This is an optimization exercise on Yosys and OpenROAD, whose aim is small area and a short achievable clock period, not a production implementation.
In this exercise RTL edits were held to simulation tests only and were not proved equivalent to the original.

// hb_filter
module hb_filter(input logic clk,
                 input logic reset_n,
                 input logic signed [15:0] x_in,
                 output logic signed [15:0] y_out);
Size: roughly 2,000 cells after synthesis, roughly 34 I/O pins, roughly 31,000 um2 of cells after synthesis.
Settings: LEC_CHECK=0, CAP_MARGIN=20, CORE_MARGIN=2, CORE_UTILIZATION=40, SLEW_MARGIN=20; clock period 16.0 ns.
standard.sh (not shown) runs the stock make flow with config.mk's settings and CLKGATE_MAP_FILE= SYNTH_SCRIPT=/design/flow/synth_recipe.tcl, a recipe that flattens the netlist after the stock synthesis.
==> flow/flow/run.sh <==
#!/bin/bash
# Standard layout; synthesis skips Yosys's early "abc -fast" so that the full-adder
# trees written in the RTL reach extract_fa unchanged; repair aims at a large setup margin.
set -euo pipefail
bash standard.sh SYNTH_ARGS=-noabc SETUP_SLACK_MARGIN=11.65 CORE_UTILIZATION=55 CTS_CLUSTER_SIZE=25 CTS_CLUSTER_DIAMETER=90 finish > standard.log 2>&1
The baseline passed the timing, DRC and antenna checks.
Next try:
==> flow/flow/run.sh (replaced) <==
#!/bin/bash
# Standard layout; synthesis skips Yosys's early "abc -fast" so that the full-adder
# trees written in the RTL reach extract_fa unchanged; repair aims at a large setup margin.
set -euo pipefail
bash standard.sh SYNTH_ARGS=-noabc SETUP_SLACK_MARGIN=11.65 CORE_UTILIZATION=55 PLACE_DENSITY=0.7 CTS_CLUSTER_SIZE=25 CTS_CLUSTER_DIAMETER=90 finish > standard.log 2>&1
What happened: The new run ran to the end with violations: antenna violations. Synthesized area stays the same. Wire length goes down by 1.7%. Clock skew goes up by 8.3 ps. Synthesized cell count stays the same. Cell area stays flat. Hold slack got worse by 7.8 ps. Sequential cell count is unchanged. Setup slack is worse by 67 ps. Count of clock-buffer cells in the layout rises by 1. Via count rose by 1.6%.


hb_filter again, from the RTL that the note above started with.
==> flow/design.v (excerpt) <==
module hb_filter(input logic clk,
                 input logic reset_n,
                 input logic signed [15:0] x_in,
                 output logic signed [15:0] y_out);
  logic signed [15:0] taps [0:24];
  always_ff @(posedge clk or negedge reset_n) begin
    if (~reset_n) begin
      for (int k = 0; k < 25; k = k + 1) taps[k] <= 16'sd0;
    end else begin
      for (int k = 24; k > 0; k = k - 1) taps[k] <= taps[k-1];
      taps[0] <= x_in;
    end
  end
  wire signed [16:0] pc3 = taps[4] + taps[18];
  wire signed [16:0] pc4 = taps[6] + taps[16];
  wire signed [16:0] pc5 = taps[8] + taps[14];
  logic [7:0] u1_l;
  logic u1_c;
  logic [8:0] u1_h;
  wire s1, c2;
  assign s1 = taps[0][0] ^ taps[22][0];
  assign c2 = taps[0][0] & taps[22][0];
  always_ff @(posedge clk) u1_l[0] <= s1;
  wire s3, c4;
  assign s3 = taps[0][1] ^ taps[22][1] ^ c2;
  assign c4 = (taps[0][1] & taps[22][1]) | (taps[0][1] & c2) | (taps[22][1] & c2);
  always_ff @(posedge clk) u1_l[1] <= s3;
  wire s5, c6;
  assign s5 = taps[0][2] ^ taps[22][2] ^ c4;
  assign c6 = (taps[0][2] & taps[22][2]) | (taps[0][2] & c4) | (taps[22][2] & c4);
  always_ff @(posedge clk) u1_l[2] <= s5;
  wire s7, c8;
  assign s7 = taps[0][3] ^ taps[22][3] ^ c6;
  assign c8 = (taps[0][3] & taps[22][3]) | (taps[0][3] & c6) | (taps[22][3] & c6);
  always_ff @(posedge clk) u1_l[3] <= s7;
  wire s9, c10;
  assign s9 = taps[0][4] ^ taps[22][4] ^ c8;
  assign c10 = (taps[0][4] & taps[22][4]) | (taps[0][4] & c8) | (taps[22][4] & c8);
  always_ff @(posedge clk) u1_l[4] <= s9;
  wire s11, c12;
  assign s11 = taps[0][5] ^ taps[22][5] ^ c10;
  assign c12 = (taps[0][5] & taps[22][5]) | (taps[0][5] & c10) | (taps[22][5] & c10);
  always_ff @(posedge clk) u1_l[5] <= s11;
  wire s13, c14;
  assign s13 = taps[0][6] ^ taps[22][6] ^ c12;
  assign c14 = (taps[0][6] & taps[22][6]) | (taps[0][6] & c12) | (taps[22][6] & c12);
  always_ff @(posedge clk) u1_l[6] <= s13;
  wire s15, c16;
  assign s15 = taps[0][7] ^ taps[22][7] ^ c14;
  assign c16 = (taps[0][7] & taps[22][7]) | (taps[0][7] & c14) | (taps[22][7] & c14);
  always_ff @(posedge clk) u1_l[7] <= s15;
  ...
Settings: LEC_CHECK=0, CAP_MARGIN=20, CORE_MARGIN=2, CORE_UTILIZATION=40, SLEW_MARGIN=20; clock period 16.0 ns.
==> flow/flow/run.sh <==
#!/bin/bash
# Standard layout; synthesis skips Yosys's early "abc -fast" so that the full-adder
# trees written in the RTL reach extract_fa unchanged; repair aims at a large setup margin.
set -euo pipefail
bash standard.sh SYNTH_ARGS=-noabc SETUP_SLACK_MARGIN=11.55 CORE_UTILIZATION=55 CTS_CLUSTER_SIZE=20 CTS_CLUSTER_DIAMETER=80 finish > standard.log 2>&1
Edit:
==> flow/flow/run.sh (replaced) <==
#!/bin/bash
# Standard layout; synthesis skips Yosys's early "abc -fast" so that the full-adder
# trees written in the RTL reach extract_fa unchanged; repair aims at a large setup margin.
set -euo pipefail
bash standard.sh SYNTH_ARGS=-noabc SETUP_SLACK_MARGIN=11.55 CORE_UTILIZATION=55 CTS_CLUSTER_SIZE=25 CTS_CLUSTER_DIAMETER=90 finish > standard.log 2>&1
Result: The new run finished with timing, DRC and antenna clean. Global-route usage drops by 0.36 points. Fmax hardly moves. Routed wire length went down by 0.57%. Via count goes down by 0.86%. Clock skew is about the same.


hb_filter again, from the RTL that the note above started with.
## hb_filter
module hb_filter(input logic clk,
                 input logic reset_n,
                 input logic signed [15:0] x_in,
                 output logic signed [15:0] y_out);
  logic signed [15:0] taps [0:24];
  always_ff @(posedge clk or negedge reset_n) begin
    if (~reset_n) begin
      for (int k = 0; k < 25; k = k + 1) taps[k] <= 16'sd0;
    end else begin
      for (int k = 24; k > 0; k = k - 1) taps[k] <= taps[k-1];
      taps[0] <= x_in;
    end
  end
  wire signed [16:0] pc3 = taps[4] + taps[18];
  wire signed [16:0] pc4 = taps[6] + taps[16];
  wire signed [16:0] pc5 = taps[8] + taps[14];
  logic [7:0] u1_l;
  logic u1_c;
  logic [8:0] u1_h;
  wire s1, c2;
  assign s1 = taps[0][0] ^ taps[22][0];
  assign c2 = taps[0][0] & taps[22][0];
  always_ff @(posedge clk) u1_l[0] <= s1;
  wire s3, c4;
  assign s3 = taps[0][1] ^ taps[22][1] ^ c2;
  assign c4 = (taps[0][1] & taps[22][1]) | (taps[0][1] & c2) | (taps[22][1] & c2);
  always_ff @(posedge clk) u1_l[1] <= s3;
  wire s5, c6;
  assign s5 = taps[0][2] ^ taps[22][2] ^ c4;
  assign c6 = (taps[0][2] & taps[22][2]) | (taps[0][2] & c4) | (taps[22][2] & c4);
  always_ff @(posedge clk) u1_l[2] <= s5;
  wire s7, c8;
  assign s7 = taps[0][3] ^ taps[22][3] ^ c6;
  assign c8 = (taps[0][3] & taps[22][3]) | (taps[0][3] & c6) | (taps[22][3] & c6);
  always_ff @(posedge clk) u1_l[3] <= s7;
  wire s9, c10;
  assign s9 = taps[0][4] ^ taps[22][4] ^ c8;
  assign c10 = (taps[0][4] & taps[22][4]) | (taps[0][4] & c8) | (taps[22][4] & c8);
  always_ff @(posedge clk) u1_l[4] <= s9;
  wire s11, c12;
  assign s11 = taps[0][5] ^ taps[22][5] ^ c10;
  assign c12 = (taps[0][5] & taps[22][5]) | (taps[0][5] & c10) | (taps[22][5] & c10);
  always_ff @(posedge clk) u1_l[5] <= s11;
  wire s13, c14;
  assign s13 = taps[0][6] ^ taps[22][6] ^ c12;
  assign c14 = (taps[0][6] & taps[22][6]) | (taps[0][6] & c12) | (taps[22][6] & c12);
  always_ff @(posedge clk) u1_l[6] <= s13;
  wire s15, c16;
  ...
==> flow/config.mk <==
export PLATFORM = sky130hd
export DESIGN_NAME = hb_filter
export DESIGN_NICKNAME = hb_filter
export VERILOG_FILES = /design/flow/design.v
export SDC_FILE = /design/flow/constraint.sdc
export NUM_CORES = 4
export LEC_CHECK = 0
export CAP_MARGIN = 20
export CORE_MARGIN = 2
export CORE_UTILIZATION = 40
export SLEW_MARGIN = 20
==> flow/constraint.sdc <==
create_clock -name core_clock -period 16.0 [get_ports {clk}]
set_input_delay 3.2000 -clock core_clock [delete_from_list [all_inputs] [get_ports {clk}]]
set_output_delay 3.2000 -clock core_clock [all_outputs]
set_load 0.01 [all_outputs]
==> flow/flow/run.sh <==
#!/bin/bash
# Standard layout; synthesis skips Yosys's early "abc -fast" so that the full-adder
# trees written in the RTL reach extract_fa unchanged; repair aims at a large setup margin.
set -euo pipefail
bash standard.sh SYNTH_ARGS=-noabc SETUP_SLACK_MARGIN=11.65 CORE_UTILIZATION=55 GPL_ROUTABILITY_DRIVEN=0 CTS_CLUSTER_SIZE=25 CTS_CLUSTER_DIAMETER=90 finish > standard.log 2>&1
The starting point completed without violations.
Change:
==> flow/flow/run.sh (replaced) <==
#!/bin/bash
# Standard layout; synthesis skips Yosys's early "abc -fast" so that the full-adder
# trees written in the RTL reach extract_fa unchanged; repair aims at a large setup margin.
set -euo pipefail
bash standard.sh SYNTH_ARGS=-noabc SETUP_SLACK_MARGIN=11.6 CORE_UTILIZATION=55 CTS_CLUSTER_SIZE=25 CTS_CLUSTER_DIAMETER=90 finish > standard.log 2>&1
Effect: The new run finished with timing, DRC and antenna clean; design area barely changes; synthesized area does not change; worst setup slack got worse by 0.088 ns; count of clock-buffer cells in the layout fell by 2; routed wire length went up by 2.1%; sequential share of layout area is about the same; die area is unchanged; maximum frequency falls by 2.0%.
Change:
==> flow/flow/run.sh (replaced) <==
#!/bin/bash
# Standard layout; synthesis skips Yosys's early "abc -fast" so that the full-adder
# trees written in the RTL reach extract_fa unchanged; repair aims at a large setup margin.
set -euo pipefail
bash standard.sh SYNTH_ARGS=-noabc SETUP_SLACK_MARGIN=11.55 CTS_CLUSTER_SIZE=20 CTS_CLUSTER_DIAMETER=80 finish > standard.log 2>&1
The changed run completed without violations.
Cell area went up by 1.6%.
First-iteration DRC count climbs by 26%.
Wire length rose by 3.5%.
Count of clock-buffer cells in the layout is higher by 12.
Sequential share of layout area went down by 0.83 points.
Clock skew is higher by 0.015 ns.
Flip-flop and latch count is unchanged.
Global-route usage goes down by 6.5 points.
Change:
==> flow/flow/run.sh (replaced) <==
#!/bin/bash
# Standard layout; synthesis skips Yosys's early "abc -fast" so that the full-adder
# trees written in the RTL reach extract_fa unchanged; repair aims at a large setup margin.
set -euo pipefail
bash standard.sh SYNTH_ARGS=-noabc SETUP_SLACK_MARGIN=11.7 CTS_CLUSTER_SIZE=20 CTS_CLUSTER_DIAMETER=80 finish > standard.log 2>&1
=> Setup slack gains 0.093 ns. Critical path depth goes up by 16. Sequential cell count is unchanged. Area after synthesis is unchanged. Via count rises by 0.76%. Sequential share of layout area came out lower by 0.46 points.
Change:
==> flow/flow/run.sh (replaced) <==
#!/bin/bash
# Standard layout; synthesis skips Yosys's early "abc -fast" so that the full-adder
# trees written in the RTL reach extract_fa unchanged; repair aims at a large setup margin.
set -euo pipefail
bash standard.sh SYNTH_ARGS=-noabc SETUP_SLACK_MARGIN=11.55 CORE_UTILIZATION=65 PLACE_DENSITY=0.75 CTS_CLUSTER_SIZE=20 CTS_CLUSTER_DIAMETER=80 finish > standard.log 2>&1
Clock-buffer cell count increases by 3.
Critical path depth is unchanged.
Sequential share of layout area increases by 1.3 points.
Worst setup slack loses 0.081 ns.
Core utilization increases by 26 points.
Die area decreases by well over a third.
Hold slack barely changes.
Via count increases slightly.
Non-clock buffer count decreases by 32.
Final area decreases by a few percent.


Setup of ember:
Starting RTL as in the previous note.
export LEC_CHECK = 0
export CAP_MARGIN = 20
export CORE_MARGIN = 2
export CORE_UTILIZATION = 40
export SLEW_MARGIN = 20
create_clock -name core_clock -period 16.0 [get_ports {clk}]
==> flow/flow/run.sh <==
#!/bin/bash
# Standard layout; synthesis skips Yosys's early "abc -fast" so that the full-adder
# trees written in the RTL reach extract_fa unchanged; repair aims at a large setup margin.
set -euo pipefail
bash standard.sh SYNTH_ARGS=-noabc SETUP_SLACK_MARGIN=11.75 CORE_UTILIZATION=55 CTS_CLUSTER_SIZE=20 CTS_CLUSTER_DIAMETER=80 finish > standard.log 2>&1
ember: PASS, flow complete, no timing, DRC or antenna violations
Changes in delta relative to ember:
==> flow/flow/run.sh <==
#!/bin/bash
# Standard layout; synthesis skips Yosys's early "abc -fast" so that the full-adder
# trees written in the RTL reach extract_fa unchanged; repair aims at a large setup margin.
set -euo pipefail
bash standard.sh SYNTH_ARGS=-noabc SETUP_SLACK_MARGIN=11.65 CORE_UTILIZATION=55 CTS_CLUSTER_SIZE=20 CTS_CLUSTER_DIAMETER=80 finish > standard.log 2>&1
## What came out
delta | status: complete | timing, DRC, antenna: pass. Global routing met1 resource utilization: ember vs delta, no meaningful difference. Re non-clock inverter total of the final layout: no difference whatsoever between ember and delta. ember → delta: final cell count has decreased; worst clock skew has decreased; routed wire length has decreased.

what the ideal ports hide:
The flow's constraints put no driver on any port. The routed layouts listed below were extracted and timed again, unchanged, in two steps.
Step 1: set_driving_cell puts a clkbuf_16 on clk and a buf_2 on each other input, an assumption about the parent block.
Step 2, shift: input delay + t, output delay - t, t = (earliest + latest rising clock arrival at the registers) / 2. This alone moves slack from input paths to output paths.
Slacks: ideal / step 1 / step 2; pairs: ideal / step 1.
run	shift t [ns]	setup slack, ns	worst setup path after step 2	latest minus earliest clock arrival (ns)	cell pins on the clock port's net
the first run of note 1	0.663	11.730 / 11.671 / 11.387	input, reset recovery	0.020 / 0.020	1
the second run of note 1	0.665	11.663 / 11.663 / 11.285	input, reset recovery	0.036 / 0.036	1
the first run of note 2	0.631	11.610 / 11.553 / 11.264	input, reset recovery	0.022 / 0.023	1
the second run of note 2	0.662	11.608 / 11.548 / 11.274	input, reset recovery	0.020 / 0.020	1
the first run of note 3	0.669	11.719 / 11.659 / 11.318	input, reset recovery	0.042 / 0.043	1
the second run of note 3	0.663	11.631 / 11.593 / 11.274	input, reset recovery	0.020 / 0.020	1
the third run of note 3	0.648	11.596 / 11.535 / 11.096	input, reset recovery	0.036 / 0.036	1
the fourth run of note 3	0.650	11.689 / 11.681 / 11.250	input, reset recovery	0.038 / 0.038	1
the fifth run of note 3	0.631	11.608 / 11.585 / 11.503	input, reset recovery	0.050 / 0.051	1
ember	0.633	11.775 / 11.717 / 11.390	input, reset recovery	0.027 / 0.026	1
delta	0.633	11.700 / 11.643 / 11.376	input, reset recovery	0.024 / 0.023	1
The setup slack of the third run of note 3, which loses most, moves by -0.061 ns with the drivers and by -0.500 ns with both steps. Setup slack includes reset recovery checks.
